What follows belongs to an exercise in optimizing a design on an open flow for small area; a production flow would make more cautious choices.
RTL that was checked went through simulation tests only; none was proved equivalent to the original.
No activity file was given, so power comes from the tool's default toggle rates.

==> build 40 <==
Design game_core, start of the top module:
module game_core (
    input  logic        Clk,
    input  logic        Reset,           
    input  logic        frame_clk,       
    input  logic [7:0]  keycode,
    input  logic [9:0]  DrawX,
    input  logic [9:0]  DrawY,
    output logic        is_ball,
    output logic [3:0]  is_enemy,
    output logic        is_platform,
    output logic        is_shield,
    output logic        is_punch,
    output logic [3:0]  is_attack,
    output logic [13:0] player_location,
    output logic [13:0] Ball_X,
    output logic [13:0] Ball_Y,
    output logic        ball_direction,
    output logic [55:0] enemy_loc,
    output logic [55:0] Enemy_X,
    output logic [55:0] Enemy_Y,
    output logic [3:0]  enemy_direction,
    output logic [3:0]  is_enemy_shield,
    output logic [3:0]  is_enemy_attack,
    output logic [2:0]  health_out,
    output logic        game_over,
    output logic [3:0]  dead,
    output logic        all_dead,
    output logic        changeFrame,
    output logic [13:0] left_bound
);
    logic frame_clk_delayed, fre;
    always_ff @(posedge Clk) begin
        frame_clk_delayed <= frame_clk;
        fre <= frame_clk & ~frame_clk_delayed;
    end
    logic       tick, can_move;
  ...
Settings: LEC_CHECK=0, ABC_AREA=1, CAP_MARGIN=0, CORE_MARGIN=2, CORE_UTILIZATION=65, PLACE_DENSITY=0.75, SLEW_MARGIN=0; clock period 25.0 ns.
run.sh (not shown) runs the stock make flow with config.mk's settings and CLKGATE_MAP_FILE= SYNTH_SCRIPT=/design/flow/synth_recipe.tcl, a recipe that flattens the netlist after the stock synthesis.
==> trial 18: changes against build 40 <==
==> flow/flow/run.sh (new file) <==
#!/bin/bash
# Own layout flow: the standard synthesis, then the combinational logic of
# the synthesized netlist is re-mapped for area with ABC (flip-flops are kept
# as they are: same instances, names and cells), then the standard layout
# from floorplan to the final layout.  Each tool's output goes to its own log.
set -euo pipefail
here=$(pwd)
flowdir=$here/flow
results=$here/orfs/results/${FLOW_PLATFORM}/game_core/base
lib=$FLOW_HOME/platforms/${FLOW_PLATFORM}/lib/sky130_fd_sc_hd__tt_025C_1v80.lib
yosys_bin=$FLOW_HOME/../tools/install/yosys/bin/yosys
[ -x "$yosys_bin" ] || yosys_bin=yosys

# 1. standard synthesis
bash standard.sh synth > $here/log_1_synth.txt 2>&1

# 2. area re-mapping of the combinational logic
cp $results/1_2_yosys.v $here/remap_in.v
du=""
for c in $(cat $flowdir/dontuse.txt); do du="$du -dont_use $c"; done
printf 'set_driving_cell sky130_fd_sc_hd__buf_1\nset_load 5\n' > $here/remap_abc.constr
cat > $here/remap.ys <<EOY
read_liberty -ignore_miss_func $lib
blackbox $(tr '\n' ' ' < $flowdir/seqcells.txt) sky130_fd_sc_hd__conb_1
read_verilog $here/remap_in.v
hierarchy -top $FLOW_TOP
rename -hide c:_*
flatten
opt_clean -purge
tee -o $here/remap_stat_in.txt stat -liberty $lib
abc -liberty $lib $du -script $flowdir/remap.abc -constr $here/remap_abc.constr
opt_clean -purge
hilomap -singleton -hicell sky130_fd_sc_hd__conb_1 HI -locell sky130_fd_sc_hd__conb_1 LO
splitnets
opt_clean -purge
insbuf -buf sky130_fd_sc_hd__buf_4 A X

opt_clean -purge
check
tee -o $here/remap_stat_out.txt stat -liberty $lib
write_verilog -noattr -noexpr -nohex -nodec $here/remap_out.v
EOY
$yosys_bin -s $here/remap.ys > $here/log_2_remap.txt 2>&1
cp $here/remap_out.v $results/1_2_yosys.v
touch $results/1_2_yosys.v

# 3. standard layout from the re-mapped netlist
bash standard.sh > $here/log_3_layout.txt 2>&1
==> flow/flow/dontuse.txt (new file) <==
sky130_fd_sc_hd__probe_p_8 sky130_fd_sc_hd__probec_p_8 sky130_fd_sc_hd__lpflow_bleeder_1 sky130_fd_sc_hd__lpflow_clkbufkapwr_1 sky130_fd_sc_hd__lpflow_clkbufkapwr_16 sky130_fd_sc_hd__lpflow_clkbufkapwr_2 sky130_fd_sc_hd__lpflow_clkbufkapwr_4 sky130_fd_sc_hd__lpflow_clkbufkapwr_8 sky130_fd_sc_hd__lpflow_clkinvkapwr_1 sky130_fd_sc_hd__lpflow_clkinvkapwr_16 sky130_fd_sc_hd__lpflow_clkinvkapwr_2 sky130_fd_sc_hd__lpflow_clkinvkapwr_4 sky130_fd_sc_hd__lpflow_clkinvkapwr_8 sky130_fd_sc_hd__lpflow_decapkapwr_12 sky130_fd_sc_hd__lpflow_decapkapwr_3 sky130_fd_sc_hd__lpflow_decapkapwr_4 sky130_fd_sc_hd__lpflow_decapkapwr_6 sky130_fd_sc_hd__lpflow_decapkapwr_8 sky130_fd_sc_hd__lpflow_inputiso0n_1 sky130_fd_sc_hd__lpflow_inputiso0p_1 sky130_fd_sc_hd__lpflow_inputiso1n_1 sky130_fd_sc_hd__lpflow_inputiso1p_1 sky130_fd_sc_hd__lpflow_inputisolatch_1 sky130_fd_sc_hd__lpflow_isobufsrc_1 sky130_fd_sc_hd__lpflow_isobufsrc_16 sky130_fd_sc_hd__lpflow_isobufsrc_2 sky130_fd_sc_hd__lpflow_isobufsrc_4 sky130_fd_sc_hd__lpflow_isobufsrc_8 sky130_fd_sc_hd__lpflow_isobufsrckapwr_16 sky130_fd_sc_hd__lpflow_lsbuf_lh_hl_isowell_tap_1 sky130_fd_sc_hd__lpflow_lsbuf_lh_hl_isowell_tap_2 sky130_fd_sc_hd__lpflow_lsbuf_lh_hl_isowell_tap_4 sky130_fd_sc_hd__lpflow_lsbuf_lh_isowell_4 sky130_fd_sc_hd__lpflow_lsbuf_lh_isowell_tap_1 sky130_fd_sc_hd__lpflow_lsbuf_lh_isowell_tap_2 sky130_fd_sc_hd__lpflow_lsbuf_lh_isowell_tap_4
==> flow/flow/remap.abc (new file) <==
strash
dc2
&get -n
&deepsyn -T 200
&put
dch -f
amap
topo
stime -c
==> flow/flow/seqcells.txt (new file) <==
sky130_fd_sc_hd__dfbbn_1
sky130_fd_sc_hd__dfbbn_2
sky130_fd_sc_hd__dfbbp_1
sky130_fd_sc_hd__dfrbp_1
sky130_fd_sc_hd__dfrbp_2
sky130_fd_sc_hd__dfrtn_1
sky130_fd_sc_hd__dfrtp_1
sky130_fd_sc_hd__dfrtp_2
sky130_fd_sc_hd__dfrtp_4
sky130_fd_sc_hd__dfsbp_1
sky130_fd_sc_hd__dfsbp_2
sky130_fd_sc_hd__dfstp_1
sky130_fd_sc_hd__dfstp_2
sky130_fd_sc_hd__dfstp_4
sky130_fd_sc_hd__dfxbp_1
sky130_fd_sc_hd__dfxbp_2
sky130_fd_sc_hd__dfxtp_1
sky130_fd_sc_hd__dfxtp_2
sky130_fd_sc_hd__dfxtp_4
sky130_fd_sc_hd__dlclkp_1
sky130_fd_sc_hd__dlclkp_2
sky130_fd_sc_hd__dlclkp_4
sky130_fd_sc_hd__dlrbn_1
sky130_fd_sc_hd__dlrbn_2
sky130_fd_sc_hd__dlrbp_1
sky130_fd_sc_hd__dlrbp_2
sky130_fd_sc_hd__dlrtn_1
sky130_fd_sc_hd__dlrtn_2
sky130_fd_sc_hd__dlrtn_4
sky130_fd_sc_hd__dlrtp_1
sky130_fd_sc_hd__dlrtp_2
sky130_fd_sc_hd__dlrtp_4
sky130_fd_sc_hd__dlxbn_1
sky130_fd_sc_hd__dlxbn_2
sky130_fd_sc_hd__dlxbp_1
sky130_fd_sc_hd__dlxtn_1
sky130_fd_sc_hd__dlxtn_2
sky130_fd_sc_hd__dlxtn_4
sky130_fd_sc_hd__dlxtp_1
sky130_fd_sc_hd__edfxbp_1
sky130_fd_sc_hd__edfxtp_1
sky130_fd_sc_hd__lpflow_inputisolatch_1
sky130_fd_sc_hd__sdfbbn_1
sky130_fd_sc_hd__sdfbbn_2
sky130_fd_sc_hd__sdfbbp_1
sky130_fd_sc_hd__sdfrbp_1
sky130_fd_sc_hd__sdfrbp_2
sky130_fd_sc_hd__sdfrtn_1
sky130_fd_sc_hd__sdfrtp_1
sky130_fd_sc_hd__sdfrtp_2
sky130_fd_sc_hd__sdfrtp_4
sky130_fd_sc_hd__sdfsbp_1
sky130_fd_sc_hd__sdfsbp_2
sky130_fd_sc_hd__sdfstp_1
sky130_fd_sc_hd__sdfstp_2
sky130_fd_sc_hd__sdfstp_4
sky130_fd_sc_hd__sdfxbp_1
sky130_fd_sc_hd__sdfxbp_2
sky130_fd_sc_hd__sdfxtp_1
sky130_fd_sc_hd__sdfxtp_2
sky130_fd_sc_hd__sdfxtp_4
sky130_fd_sc_hd__sdlclkp_1
sky130_fd_sc_hd__sdlclkp_2
sky130_fd_sc_hd__sdlclkp_4
sky130_fd_sc_hd__sedfxbp_1
sky130_fd_sc_hd__sedfxbp_2
sky130_fd_sc_hd__sedfxtp_1
sky130_fd_sc_hd__sedfxtp_2
sky130_fd_sc_hd__sedfxtp_4
==> flow/standard.sh (new file) <==
#!/bin/bash
# synth_recipe.tcl (not shown) runs the flow's synth.tcl, then flattens the netlist and writes it again
# the make line also repeats each setting of config.mk as NAME=value (left out here)
make -C /OpenROAD-flow-scripts/flow DESIGN_CONFIG=/design/flow/config.mk WORK_HOME=/design/flow/orfs CLKGATE_MAP_FILE= SYNTH_SCRIPT=/design/flow/synth_recipe.tcl "${@:-finish}"
removed: flow/run.sh
==> notes <==
- Worst setup slack: trial 18 is lower than build 40 (770 ps).
- Between trial 18 and build 40, the lower count of clock-buffer cells in the layout is in trial 18 (gap 14).
- Non-clock buffer count: trial 18 is higher than build 40 (16).
- Cell area: build 40 is higher than trial 18 (27%).
- Trial 18 finished but fails on capacitance limit, slew limit. Build 40 passed the timing, design-rule and antenna checks.
- Between trial 18 and build 40, the lower fmax is in trial 18 (gap 4.4%, measured against build 40).
- In trial 18 the combinational power is lower than in build 40, by 77%.
- Between trial 18 and build 40, the lower clock skew is in trial 18 (gap 5.2 ps).
No functional check of the RTL was part of any run of this note.

========
==> trial 23 <==
Another version of the RTL of game_core (not shown whole).
clock: 25.0 ns
lec_check: 0
abc_area: 1
cap_margin: 20
core_margin: 2
core_utilization: 45
cts_cluster_diameter: 100
cts_cluster_size: 20
place_density: 0.6
slew_margin: 20
standard.sh (not shown) runs the stock make flow with config.mk's settings and CLKGATE_MAP_FILE= SYNTH_SCRIPT=/design/flow/synth_recipe.tcl, a recipe that flattens the netlist after the stock synthesis.
==> flow/flow/run.sh <==
#!/bin/bash
# Own layout flow: the standard synthesis; then the combinational logic of
# the synthesized netlist is re-mapped for area with ABC (flip-flops are kept
# as they are: same instances, names and cells; several ABC random seeds are
# tried in parallel and the smallest netlist is kept); then the standard
# layout from floorplan to the final layout, with the smallest buffer on each
# port.  Each tool's output goes to a log file of its own in this folder.
set -euo pipefail
here=$(pwd)
flowdir=$here/flow
results=$here/orfs/results/${FLOW_PLATFORM}/game_core/base
lib=$FLOW_HOME/platforms/${FLOW_PLATFORM}/lib/sky130_fd_sc_hd__tt_025C_1v80.lib
yosys_bin=$FLOW_HOME/../tools/install/yosys/bin/yosys
[ -x "$yosys_bin" ] || yosys_bin=yosys
seeds="1 2 3 4 5 6"
dstime=150

# 1. standard synthesis
bash standard.sh synth > $here/log_1_synth.txt 2>&1

# 2. area re-mapping of the combinational logic
cp $results/1_2_yosys.v $here/remap_in.v
du=""
for c in $(cat $flowdir/dontuse.txt); do du="$du -dont_use $c"; done
printf 'set_driving_cell sky130_fd_sc_hd__buf_1\nset_load 5\n' > $here/remap_abc.constr
for s in $seeds; do
  sed "s/@SEED@/$s/; s/@TIME@/$dstime/" $flowdir/remap.abc > $here/remap_$s.abc
  cat > $here/remap_$s.ys <<EOY
read_liberty -ignore_miss_func $lib
blackbox $(tr '\n' ' ' < $flowdir/seqcells.txt) sky130_fd_sc_hd__conb_1
read_verilog $here/remap_in.v
hierarchy -top $FLOW_TOP
rename -hide c:_*
flatten
opt_clean -purge
abc -liberty $lib $du -script $here/remap_$s.abc -constr $here/remap_abc.constr
opt_clean -purge
hilomap -singleton -hicell sky130_fd_sc_hd__conb_1 HI -locell sky130_fd_sc_hd__conb_1 LO
splitnets
opt_clean -purge
insbuf -buf sky130_fd_sc_hd__buf_4 A X
opt_clean -purge
tee -o $here/remap_stat_$s.txt stat -liberty $lib
write_verilog -noattr -noexpr -nohex -nodec $here/remap_out_$s.v
EOY
  $yosys_bin -s $here/remap_$s.ys > $here/log_2_remap_$s.txt 2>&1 &
done
wait
best=""; bestarea=""
for s in $seeds; do
  a=$(sed -n "s/.*Chip area for module.*: \([0-9.]*\).*/\1/p" $here/remap_stat_$s.txt 2>/dev/null | head -1)
  [ -n "$a" ] || continue
  if [ -z "$best" ] || awk "BEGIN{exit !($a < $bestarea)}"; then best=$s; bestarea=$a; fi
done
echo "remap: seed $best area $bestarea" > $here/log_2_remap_choice.txt
[ -n "$best" ]
cp $here/remap_out_$best.v $results/1_2_yosys.v
touch $results/1_2_yosys.v

# 3. standard layout from the re-mapped netlist
bash standard.sh BUFFER_PORTS_ARGS="-buffer_cell sky130_fd_sc_hd__buf_1" finish > $here/log_3_layout.txt 2>&1
Other scripts of this flow, unchanged in this note and not shown: flow/flow/dontuse.txt, flow/flow/remap.abc, flow/flow/seqcells.txt
==> inputs of build 62, as changes to trial 23 <==
--- a/flow/design.v
+++ b/flow/design.v
@@ -5,29 +5,30 @@
     output logic tick
 );
     logic [3:0] a;
     logic       b;
     logic [2:0] c;
     always_ff @(posedge Clk) begin
         if (Reset) begin
-            a <= 4'd0;
+            a <= 4'd15;
             b <= 1'b0;
             c <= 3'd0;
-            changeFrame <= 1'b0;
         end else if (fre) begin
-            changeFrame <= b;
             if (a == 4'd9) begin
                 a <= 4'd0;
                 b <= ~b;
                 if (b) c <= (c == 3'd5) ? 3'd0 : c + 3'd1;
-            end else
+            end else if (a == 4'd15)
+                a <= 4'd0;
+            else
                 a <= a + 4'd1;
         end
     end
-    assign tick = (a == 4'd9) & b & (c == 3'd5);
+    assign changeFrame = b;
+    assign tick = (a == 4'd8) & b & (c == 3'd5);
 endmodule
 module health (
     input  logic       Clk, Reset,
     input  logic       fre, tick, hit_en,
     output logic [2:0] health_out,
     output logic       game_over
 );
@@ -198,15 +199,17 @@
             below[k]   = ~le14(14'(TOPK(k) - 9'd31), 14'(Y));
             landing[k] = ~le14(14'(Y), 14'(TOPK(k) - 9'd37));
             yb[k]      = ~le14(14'(Y), 14'(TOPK(k) - 9'd30)) & ~le14(14'(BOTK(k) + 9'd30), 14'(Y));
         end
     logic [8:0] tv;
     assign tv = TOPK(int'(top_i));
     logic [8:0] yadd;                    
-    assign yadd = Y + ((kj && ~below[top_i]) ? 9'd312 : 9'd6);
+    logic ymv;                           
+    assign ymv = fe && (kj || (~landing[top_i] && below[top_i] && below[tl_i] && below[tr_i]));
+    assign yadd = Y + (!ymv ? 9'd0 : (kj && ~below[top_i]) ? 9'd312 : 9'd6);
     logic [8:0] land_y;                 
     always_comb begin
         land_y = 9'd0;
         for (int k = 0; k < 16; k++) if (top_i == 4'(k)) land_y = TOPK(k) - 9'd31;
     end
     logic [3:0]  sP;
     always_comb begin
@@ -287,23 +290,28 @@
         end
     end
     logic xle21, xre;
     assign xle21 = le14(X, 14'd21);
     assign xre   = le14(14'd618, X) && le14(X, 14'd16363);
     logic [5:0]  xa;                     
     logic [13:0] xs, ps, pm;             
+    logic mv;
+    assign mv = fe & (kl | kr);
     always_comb begin
-        if (kl) xa = collL ? -6'sd21 - {3'd0, dl} : -6'sd6;
-        else    xa = collR ? 6'd20 + {3'd0, er} : 6'd6;
+        if (!mv)     xa = 6'd0;
+        else if (kl) xa = collL ? -6'sd21 - {3'd0, dl} : -6'sd6;
+        else         xa = collR ? 6'd20 + {3'd0, er} : 6'd6;
     end
     assign xs = add14(X, {{8{xa[5]}}, xa}, 1'b0);
-    assign ps = add14(P, kl ? -14'sd6 : 14'd6, 1'b0);
+    assign ps = add14(P, !mv ? 14'd0 : kl ? -14'sd6 : 14'd6, 1'b0);
     assign pm = {ps[13:8] - 6'd15, ps[7:0]};
+    logic [13:0] lbs;                    
+    assign lbs = add14(LB, (fe && lb_add) ? {{10{w[3]}}, w} : 14'd0, 1'b0);
     always_comb begin
-        X_n = X; P_n = P; LB_n = LB; Y_n = Y; f_n = f;
+        X_n = xs; P_n = ps; LB_n = lbs; Y_n = yadd; f_n = f;
         top_n = top_i; tl_n = tl_i; tr_n = tr_i;
         dir_n = dir; shield_n = shield; attack_n = attack; hit_n = hit;
         if (fe) begin
             shield_n = ks;
             attack_n = ka;
             hit_n = near & ~enemy_shield & {4{attack}};
             if (kj) begin
@@ -330,15 +338,14 @@
                     P_n = kl ? plw : prw;
                 else if (can_move && (kl ? xle21 : xre))
                     P_n = kl ? 14'd20 : 14'd4453;
                 else
                     P_n = ps;
                 if (lb_set0) begin LB_n = 14'd0; f_n = 1'b0; end
                 if (lb_setR) begin LB_n = 14'd3839; f_n = 1'b1; end
-                if (lb_add) LB_n = add14(LB, {{10{w[3]}}, w}, 1'b0);
                 if (sP != 4'd15) top_n = sP;
                 if (le14(14'd15, P) && ~le14(14'd4494, P))
                     tl_n = (sP == 4'd15) ? 4'd14 : (sP != 4'd0 && d < 11'd15) ? sP - 4'd1 : sP;
                 if (~le14(14'd4464, P))
                     tr_n = (e <= 11'd15) ? sP + 4'd1 : sP;
                 else if (le14(14'd16369, P))
                     tr_n = 4'd0;
@@ -378,26 +385,31 @@
         for (int i = 0; i < 15; i++) begin
             add15[i] = a[i] ^ b[i] ^ c;
             c = (a[i] & b[i]) | (c & (a[i] ^ b[i]));
         end
     endfunction
     logic [13:0] P;
     assign P = player_location;
+    logic seen;
+    always_ff @(posedge Clk) begin
+        if (Reset) seen <= 1'b0;
+        else if (fre) seen <= 1'b1;
+    end
     logic kany, k4, k7;
     assign kany = (keycode == 8'd0) || (keycode == 8'd22) || (keycode == 8'd44) || (keycode == 8'd26);
     assign k4 = (keycode == 8'd4);
     assign k7 = (keycode == 8'd7);
     logic plo20, phi20;
     assign plo20 = (player_location < 14'd20);
     assign phi20 = (player_location >= 14'd16364);
     for (genvar i = 0; i < 4; i++) begin : g
         enemy_unit #(.IDX(i)) u (
             .Clk(Clk), .Reset(Reset), .fre(fre),
             .dxp(dxp), .dxm(dxm), .dxlo(dxlo), .dyp(dyp), .dym(dym), .dylo(dylo),
-            .P(P), .BX(Ball_X),
+            .P(P), .BX(Ball_X), .seen(seen),
             .cmL(can_move | k7 | kany), .cmR(can_move | k4 | kany),
             .plo20(plo20), .phi20(phi20), .hit_en(hit_en), .dead(dead[i]),
             .is_enemy(is_enemy[i]), .shield(is_enemy_shield[i]), .attack_hit(is_enemy_attack[i]),
             .dir(direction[i]), .near(near[i]),
             .L(enemy_location[14*i +: 14]), .X(Enemy_X[14*i +: 14]), .Y(Enemy_Y[14*i +: 14])
         );
     end
@@ -405,14 +417,15 @@
 module enemy_unit #(parameter int IDX = 0) (
     input  logic        Clk, Reset, fre,
     input  logic [10:0] dxp, dxm,
     input  logic        dxlo,
     input  logic [10:0] dyp, dym,
     input  logic        dylo,
     input  logic [13:0] P, BX,
+    input  logic        seen,
     input  logic        cmL, cmR,
     input  logic        plo20, phi20,
     input  logic        hit_en, dead,
     output logic        is_enemy, shield, attack_hit, dir, near,
     output logic [13:0] L, X, Y
 );
     localparam int B0 = (IDX == 0) ? 20  : (IDX == 1) ? 1023 : (IDX == 2) ? 2220 : 3121;
@@ -444,67 +457,77 @@
     function automatic logic [4:0] ytest(input logic [8:0] y, input int tv);
         ytest[4] = ~le15(15'(tv - 1), 15'(y));
         ytest[3] = ~le15(15'(tv - 2), 15'(y));
         ytest[2] = ~le15(15'(y), 15'(tv - 31));
         ytest[1] = ~le15(15'(y), 15'(tv - 37));
         ytest[0] = le15(15'(tv - 31), 15'(y));
     endfunction
+    localparam int LR = (IDX == 2) ? 11 : LW;      
     logic [LW-1:0] l, l_n;
+    logic [LR-1:0] lr;
+    if (IDX == 2) begin : gl2
+        assign l = {1'b1, lr};           
+    end else begin : gl
+        assign l = lr;
+    end
     logic [13:0]   x, x_n;
     logic [8:0]    y, yr, y_n;
-    logic          yl;                   
     logic          m, m_n;               
     logic [1:0]    t, t_n;               
     logic          nm, nm_n;             
     logic          sh, at, ht, dr, sh_n, at_n, ht_n, dr_n;
     logic [1:0]    lm3, lm3_n;           
     always_ff @(posedge Clk) begin
         if (Reset) begin
-            l <= LW'(LS); x <= 14'(LS); yr <= 9'd449; yl <= 1'b0; m <= 1'b0; t <= 2'd0;
+            x <= 14'(LS); m <= 1'b0; t <= 2'd0;
             nm <= 1'b0; sh <= 1'b0; at <= 1'b0; ht <= 1'b0; dr <= (IDX == 0);
-            lm3 <= 2'(LS % 3);
         end else if (fre) begin
-            lm3 <= lm3_n;
-            l <= l_n; x <= x_n; yr <= y_n; yl <= 1'b1; m <= m_n; t <= t_n;
+            x <= x_n; m <= m_n; t <= t_n;
             nm <= nm_n; sh <= sh_n; at <= at_n; ht <= ht_n; dr <= dr_n;
         end
     end
-    assign y = (IDX == 0) ? (yl ? 9'd269 : 9'd449) : yr;
+    always_ff @(posedge Clk) begin
+        if (Reset) begin
+            lr <= LR'(LS); yr <= 9'd449; lm3 <= 2'(LS % 3);
+        end else begin
+            lr <= l_n[LR-1:0]; yr <= y_n; lm3 <= lm3_n;
+        end
+    end
+    assign y = (IDX == 0) ? (seen ? 9'd269 : 9'd449) : yr;
     logic [8:0] tv;
     logic [4:0] yt;
     always_comb begin
         tv = 9'd300; yt = ytest(y, 300);
         if (IDX == 1) begin
             tv = (t == 2'd1) ? 9'd280 : (t == 2'd2) ? 9'd380 : (t == 2'd3) ? 9'd440 : 9'd300;
             yt = (t == 2'd1) ? ytest(y, 280) : (t == 2'd2) ? ytest(y, 380) : (t == 2'd3) ? ytest(y, 440) : ytest(y, 300);
         end
         if (IDX == 2) begin
             tv = (t == 2'd1) ? 9'd220 : (t == 2'd2) ? 9'd340 : 9'd300;
             yt = (t == 2'd1) ? ytest(y, 220) : (t == 2'd2) ? ytest(y, 340) : ytest(y, 300);
         end
         if (IDX == 3) begin
-            tv = t[0] ? 9'd440 : 9'd300;
-            yt = t[0] ? ytest(y, 440) : ytest(y, 300);
+            tv = seen ? 9'd440 : 9'd300;
+            yt = seen ? ytest(y, 440) : ytest(y, 300);
         end
     end
     logic [8:0] land_y;                  
     always_comb begin
         land_y = 9'd269;
         if (IDX == 1) land_y = (t == 2'd1) ? 9'd249 : (t == 2'd2) ? 9'd349 : (t == 2'd3) ? 9'd409 : 9'd269;
         if (IDX == 2) land_y = (t == 2'd1) ? 9'd189 : (t == 2'd2) ? 9'd309 : 9'd269;
-        if (IDX == 3) land_y = t[0] ? 9'd409 : 9'd269;
+        if (IDX == 3) land_y = seen ? 9'd409 : 9'd269;
     end
     always_comb begin
         t_n = t;
         if (IDX == 1) t_n = (l < 11'd1200) ? 2'd1 : (l < 11'd1330) ? 2'd2 : 2'd3;
         if (IDX == 2) begin
             if (l >= 12'd2201 && l <= 12'd2598) t_n = 2'd1;
             if (l >= 12'd2601 && l <= 12'd3098) t_n = 2'd2;
         end
-        if (IDX == 3) t_n = 2'd1;
     end
     logic ml, mr, az, in320, in340;
     logic [14:0] D;                      
     assign D = add15(15'(l), ~{1'b0, P}, 1'b1);
     if (IDX == 0) begin : g0
         logic ln20, ln30, plo30, phi30;
         assign ln20  = (l < 9'd20);
@@ -625,28 +648,34 @@
                 if (!cmR) begin
                     if (in340) selk2 = 1'b1;
                     else begin xc = 1'b1; xcv = 14'd15745; end
                 end
             end else
                 la = 2'd0;
         end
-        if (IDX == 0) m_n = yl & ~m;
+        if (IDX == 0) m_n = seen & ~m;
     end
+    logic [1:0]  la_f;                   
+    logic [8:0]  ya_f;
+    logic        yc_f;
+    assign la_f = fre ? la : 2'd0;
+    assign ya_f = fre ? ya : 9'd0;
+    assign yc_f = fre & yc;
     logic [13:0] xsum;
     assign xsum = add14(selk2 ? 14'd320 : BX, D[13:0], 1'b0);
     always_comb begin
-        case (la)
+        case (la_f)
             2'd1:    begin l_n = l - LW'(4); lm3_n = (lm3 == 2'd0) ? 2'd2 : lm3 - 2'd1; end
             2'd2:    begin l_n = l + LW'(4); lm3_n = (lm3 == 2'd2) ? 2'd0 : lm3 + 2'd1; end
             2'd3:    begin l_n = LW'(20);    lm3_n = 2'd2; end
             default: begin l_n = l;          lm3_n = lm3; end
         endcase
         x_n = x;
         if (ml | mr) x_n = xc ? xcv : xsum;
-        y_n = yc ? ycv : y + ya;
+        y_n = yc_f ? ycv : y + ya_f;
     end
     assign sh_n = az & s1;
     assign at_n = az & s2;
     assign ht_n = near & hit_en & at & ~dead & (l >= LW'(B0)) & (l <= LW'(B1));
     assign is_enemy = le15({1'b0, x}, 15'(dxp)) && (dxlo || le15(15'(dxm), {1'b0, x})) &&
                       le15(15'(y), 15'(dyp)) && (dylo || le15(15'(dym), 15'(y))) && ~dead;
     assign shield     = sh;
==> flow/flow/run.sh (replaced) <==
#!/bin/bash
# Own layout flow: the standard synthesis; then the combinational logic of
# the synthesized netlist is re-mapped for area with ABC (flip-flops are kept
# as they are: same instances, names and cells; several ABC random seeds are
# tried in parallel and the smallest netlist is kept); then the standard
# layout from floorplan to the final layout, with the smallest buffer on each
# port.  Each tool's output goes to a log file of its own in this folder.
set -euo pipefail
here=$(pwd)
flowdir=$here/flow
results=$here/orfs/results/${FLOW_PLATFORM}/game_core/base
lib=$FLOW_HOME/platforms/${FLOW_PLATFORM}/lib/sky130_fd_sc_hd__tt_025C_1v80.lib
yosys_bin=$FLOW_HOME/../tools/install/yosys/bin/yosys
[ -x "$yosys_bin" ] || yosys_bin=yosys

# 1. standard synthesis
bash standard.sh synth > $here/log_1_synth.txt 2>&1

# 2. area re-mapping of the combinational logic, in two passes; each pass
#    tries several ABC seeds in parallel and keeps the smallest netlist
du=""
for c in $(cat $flowdir/dontuse.txt); do du="$du -dont_use $c"; done
printf 'set_driving_cell sky130_fd_sc_hd__buf_1\nset_load 5\n' > $here/remap_abc.constr
remap_pass() {  # remap_pass NAME INPUT.v DSTIME SEEDS... ; leaves the best as NAME_best.v
  local name=$1 input=$2 dstime=$3; shift 3
  local s
  for s in "$@"; do
    sed "s/@SEED@/$s/; s/@TIME@/$dstime/" $flowdir/remap.abc > $here/${name}_$s.abc
    cat > $here/${name}_$s.ys <<EOY
read_liberty -ignore_miss_func $lib
blackbox $(tr '\n' ' ' < $flowdir/seqcells.txt)
read_verilog $input
hierarchy -top $FLOW_TOP
rename -hide c:_*
flatten
opt_clean -purge
abc -liberty $lib $du -script $here/${name}_$s.abc -constr $here/remap_abc.constr
opt_clean -purge
hilomap -singleton -hicell sky130_fd_sc_hd__conb_1 HI -locell sky130_fd_sc_hd__conb_1 LO
splitnets
opt_clean -purge
insbuf -buf sky130_fd_sc_hd__buf_4 A X
opt_clean -purge
tee -o $here/${name}_stat_$s.txt stat -liberty $lib
write_verilog -noattr -noexpr -nohex -nodec $here/${name}_out_$s.v
EOY
    $yosys_bin -s $here/${name}_$s.ys > $here/log_2_${name}_$s.txt 2>&1 &
  done
  wait
  local best="" bestarea="" a
  for s in "$@"; do
    a=$(sed -n "s/.*Chip area for module.*: \([0-9.]*\).*/\1/p" $here/${name}_stat_$s.txt 2>/dev/null | head -1)
    [ -n "$a" ] || continue
    if [ -z "$best" ] || awk "BEGIN{exit !($a < $bestarea)}"; then best=$s; bestarea=$a; fi
  done
  echo "$name: seed $best area $bestarea" >> $here/log_2_remap_choice.txt
  [ -n "$best" ]
  cp $here/${name}_out_$best.v $here/${name}_best.v
}
cp $results/1_2_yosys.v $here/remap_in.v
remap_pass remap1 $here/remap_in.v 300 1 2 3 4 5 6 7 8
remap_pass remap2 $here/remap1_best.v 150 11 12 13 14 15 16 17 18
cp $here/remap2_best.v $results/1_2_yosys.v
touch $results/1_2_yosys.v

# 3. standard layout from the re-mapped netlist
bash standard.sh BUFFER_PORTS_ARGS="-buffer_cell sky130_fd_sc_hd__buf_1" finish > $here/log_3_layout.txt 2>&1
CAP_MARGIN = 10   (was 20)
CTS_CLUSTER_DIAMETER = 115   (was 100)
CTS_CLUSTER_SIZE = 22   (was 20)
SLEW_MARGIN = 10   (was 20)
==> notes.md <==
quantity                                                                  trial 23                 build 62
Post-layout utilization of the core                                          50.3%                    50.2%
Outcome                                                    complete, no violations  complete, no violations
Minimum clock period                                                     15,110 ps                14,850 ps
Post-route worst hold slack                                                 385 ps                   398 ps
Drt pass-1 iters                                                                 9                        8
Post-route met1 wirelength                                               43,000 um                41,000 um
Max stage delay on crit path                                                560 ps                   500 ps
Fraction of area in registers                                                21.0%                    21.4%
Worst skew pair latency                                                     580 ps                   560 ps
Power consumption                                                        0.00103 W               0.000986 W
Via count of the first global-routing pass                                  25,325                   26,026
Core region area                                                       47,800 um^2              46,800 um^2
Total of plain and repair buffers excluding clock buffers                      300                      287
Power attributed to combinational cells                                 0.000265 W               0.000229 W
Die width                                                                   225 um                   222 um
For trial 23, only the layout was checked, not whether the RTL still works.

-- static timing again, ports no longer ideal --
No port has a modelled driver above. Below, the same layouts with a new extraction and two added sets of constraints.
Step 1: set_driving_cell puts a clkbuf_16 on Clk and a buf_2 on each other input, an assumption about the parent block.
Step 2, shift: input delay + t, output delay - t, t = (earliest + latest rising clock arrival at the registers) / 2. This alone moves slack from input paths to output paths.
a / b / c = ideal ports / drivers / drivers and shift; a / b = the first two.
run | shift t [ns] | setup WS [ns] | slew at the worst register clock pin (ns) | pins driven straight from the clock port
build 40 | 0.642 | 8.143 / 8.121 / 8.121 | 0.06 / 0.06 | 1
trial 18 | 0.678 | 7.374 / 7.319 / 7.319 | 0.07 / 0.07 | 1
trial 23 | 0.626 | 9.891 / 9.861 / 9.861 | 0.10 / 0.10 | 1
build 62 | 0.609 | 10.147 / 10.112 / 10.112 | 0.11 / 0.11 | 1
For trial 18, which loses most, drivers alone change the setup slack by -0.055 ns; drivers and shift together by -0.055 ns.
